Source: an optimization exercise on an open RTL-to-GDS flow (aim: small area and a short achievable clock period). Production flows keep margins and buffers that such runs may drop. The RTL was checked by simulation tests, not by an equivalence proof against the original design.

==> flow/design.v <==
module div_non_restore_pip #(parameter N = 16) (
	input          clk,
	input  [N-1:0] dividend,
	input  [N-1:0] divisor,
	output [N-1:0] quotient
);
	localparam H = N / 2;
	reg [N-1:0] R0, D0;
	reg [N:0]   R  [1:N-1];
	reg         QB [1:N-1];
	reg [N-1:0] D  [1:N-1];
	reg [N-1:0] Q  [1:N-1];
	reg [N-1:0] QO, QF;
	always @(posedge clk) begin
		R0 <= dividend;
		D0 <= divisor;
	end
	wire [N:0] r1 = {R0, 1'b0} - {1'b0, D0};
	always @(posedge clk) begin
		R[1]  <= r1;
		QB[1] <= ~r1[N];
		D[1]  <= D0;
		Q[1]  <= {N{1'b0}};
	end
	genvar s, j;
	generate
		for (s = 2; s <= N; s = s + 1) begin : stage
			wire        neg = R[s-1][N];
			wire        pos = QB[s-1];
			wire [N:0]  b;
			for (j = 0; j <= N; j = j + 1) begin : op
				wire dj = (j < N) ? D[s-1][j] : 1'b0;
				if (j < H) begin : lo
					assign b[j] = dj ^ pos;
				end else begin : hi
					assign b[j] = ~(dj ^ neg);
				end
			end
			wire [N:0] rn = {R[s-1][N-1:0], 1'b0} + b + {{N{1'b0}}, pos};
			if (s < N) begin : mid
				always @(posedge clk) begin
					R[s]  <= rn;
					QB[s] <= ~rn[N];
					D[s]  <= D[s-1];
					Q[s]  <= {Q[s-1][N-2:0], pos};
				end
			end else begin : last
				always @(posedge clk) begin
					QO <= {Q[N-1][N-3:0], pos, ~rn[N]};
					QF <= QO;
				end
			end
		end
	endgenerate
	assign quotient = QF;
endmodule
Settings: LEC_CHECK=0, CAP_MARGIN=20, CORE_MARGIN=2, CORE_UTILIZATION=55, CTS_BUF_LIST=sky130_fd_sc_hd__clkbuf_16, CTS_CLUSTER_DIAMETER=80, CTS_CLUSTER_SIZE=30, PLACE_DENSITY=0.75, SETUP_SLACK_MARGIN=2.35, SLEW_MARGIN=20; clock period 4.5 ns.
standard.sh (not shown) runs the stock make flow with config.mk's settings and CLKGATE_MAP_FILE= SYNTH_SCRIPT=/design/flow/synth_recipe.tcl, a recipe that flattens the netlist after the stock synthesis.
==> flow/flow/run.sh <==
#!/bin/bash
# Own flow: the standard layout, with the synthesis's final ABC mapping
# run from flow/abc.script (delay-oriented) instead of ORFS's abc_speed.script.
# flow/make_args, if present, holds extra make variable settings.
set -euo pipefail
W=$(pwd)
export MY_ABC_SCRIPT=$W/flow/abc.script
export MY_ABC_D=${MY_ABC_D:-1000}
EXTRA=()
if [[ -f flow/make_args ]]; then read -r -a EXTRA < flow/make_args; fi
cat flow/abc_override.tcl synth_recipe.tcl > my_synth.tcl
sed "s#SYNTH_SCRIPT=[^ ]*#SYNTH_SCRIPT=$W/my_synth.tcl#" standard.sh > my_standard.sh
bash my_standard.sh "${EXTRA[@]}" finish > flow.log 2>&1
==> flow/flow/abc.script <==
&get -n
&st
&dch
&nf -p
&put
buffer -p
upsize {D}
dnsize {D}
==> flow/flow/abc_override.tcl <==
# Use our own ABC script and delay target for the final technology mapping
# (the generic abc inside yosys synth is unchanged).
proc abc {args} {
  set here [file dirname [file normalize [info script]]]
  set i [lsearch $args -script]
  if {$i >= 0} { lset args [expr {$i+1}] $::env(MY_ABC_SCRIPT) }
  set i [lsearch $args -D]
  if {$i >= 0} { lset args [expr {$i+1}] $::env(MY_ABC_D) } else { lappend args -D $::env(MY_ABC_D) }
  puts "abc (own script): $args"
  yosys abc {*}$args
}
==> flow/flow/make_args <==
ADDER_MAP_FILE=
The first run finished clean.
Change:
--- a/flow/flow/run.sh
+++ b/flow/flow/run.sh
@@ -3,3 +3,4 @@
 # run from flow/abc.script (delay-oriented) instead of ORFS's abc_speed.script.
-# flow/make_args, if present, holds extra make variable settings.
+# flow/make_args, if present, holds extra make variable settings; @W@ in it
+# stands for this work folder.
 set -euo pipefail
@@ -9,3 +10,3 @@
 EXTRA=()
-if [[ -f flow/make_args ]]; then read -r -a EXTRA < flow/make_args; fi
+if [[ -f flow/make_args ]]; then read -r -a EXTRA < <(sed "s#@W@#$W#g" flow/make_args); fi
 cat flow/abc_override.tcl synth_recipe.tcl > my_synth.tcl
==> flow/flow/io.tcl (new file) <==
# Keep the operand pins together, bit by bit, so the first stage's
# registers and logic sit close; keep the result pins together too.
set_io_pin_constraint -pin_names {dividend[15] divisor[15] dividend[14] divisor[14] dividend[13] divisor[13] dividend[12] divisor[12] dividend[11] divisor[11] dividend[10] divisor[10] dividend[9] divisor[9] dividend[8] divisor[8] dividend[7] divisor[7] dividend[6] divisor[6] dividend[5] divisor[5] dividend[4] divisor[4] dividend[3] divisor[3] dividend[2] divisor[2] dividend[1] divisor[1] dividend[0] divisor[0]} -region bottom:* -group -order
set_io_pin_constraint -pin_names {quotient[15] quotient[14] quotient[13] quotient[12] quotient[11] quotient[10] quotient[9] quotient[8] quotient[7] quotient[6] quotient[5] quotient[4] quotient[3] quotient[2] quotient[1] quotient[0]} -region top:* -group -order
==> flow/flow/make_args (replaced) <==
ADDER_MAP_FILE= IO_CONSTRAINTS=@W@/flow/io.tcl
--- a/flow/config.mk
+++ b/flow/config.mk
@@ -14,3 +14,3 @@
 export PLACE_DENSITY = 0.75
-export SETUP_SLACK_MARGIN = 2.35
+export SETUP_SLACK_MARGIN = 2.3
 export SLEW_MARGIN = 20
Non-clock buffer count came out lower by 3.
Sequential share of layout area came out higher by 0.25 points.
Via count came out higher by 2.0%.
Cell area came out lower by 0.67%.
Worst hold slack got worse by 0.0038 ns.
Register-to-register slack got worse by 0.11 ns.
Routed wire length came out higher by 3.0%.

## static timing again, ports no longer ideal
How much do the figures lean on ideal ports? The routed layouts below were timed once more, with nothing changed but the port constraints. Step 1: set_driving_cell puts a clkbuf_16 on clk and a buf_2 on each other input, an assumption about the parent block. Step 2 times the ports against the registers' clock, not the clock port: input delays grow and output delays shrink by t, the midpoint of the rising clock arrivals with the driver on. Slacks: ideal ports / drivers / drivers and shift; pairs: ideal ports / drivers.
run	t, ns	setup WS [ns]	worst data-port slew with drivers (ns)	pins driven straight from the clock port
the first run	0.673	2.345 / 2.345 / 2.345	0.04	1
the second run	0.639	2.234 / 2.234 / 2.234	0.10	1
After both steps setup and hold are still met in every run listed.
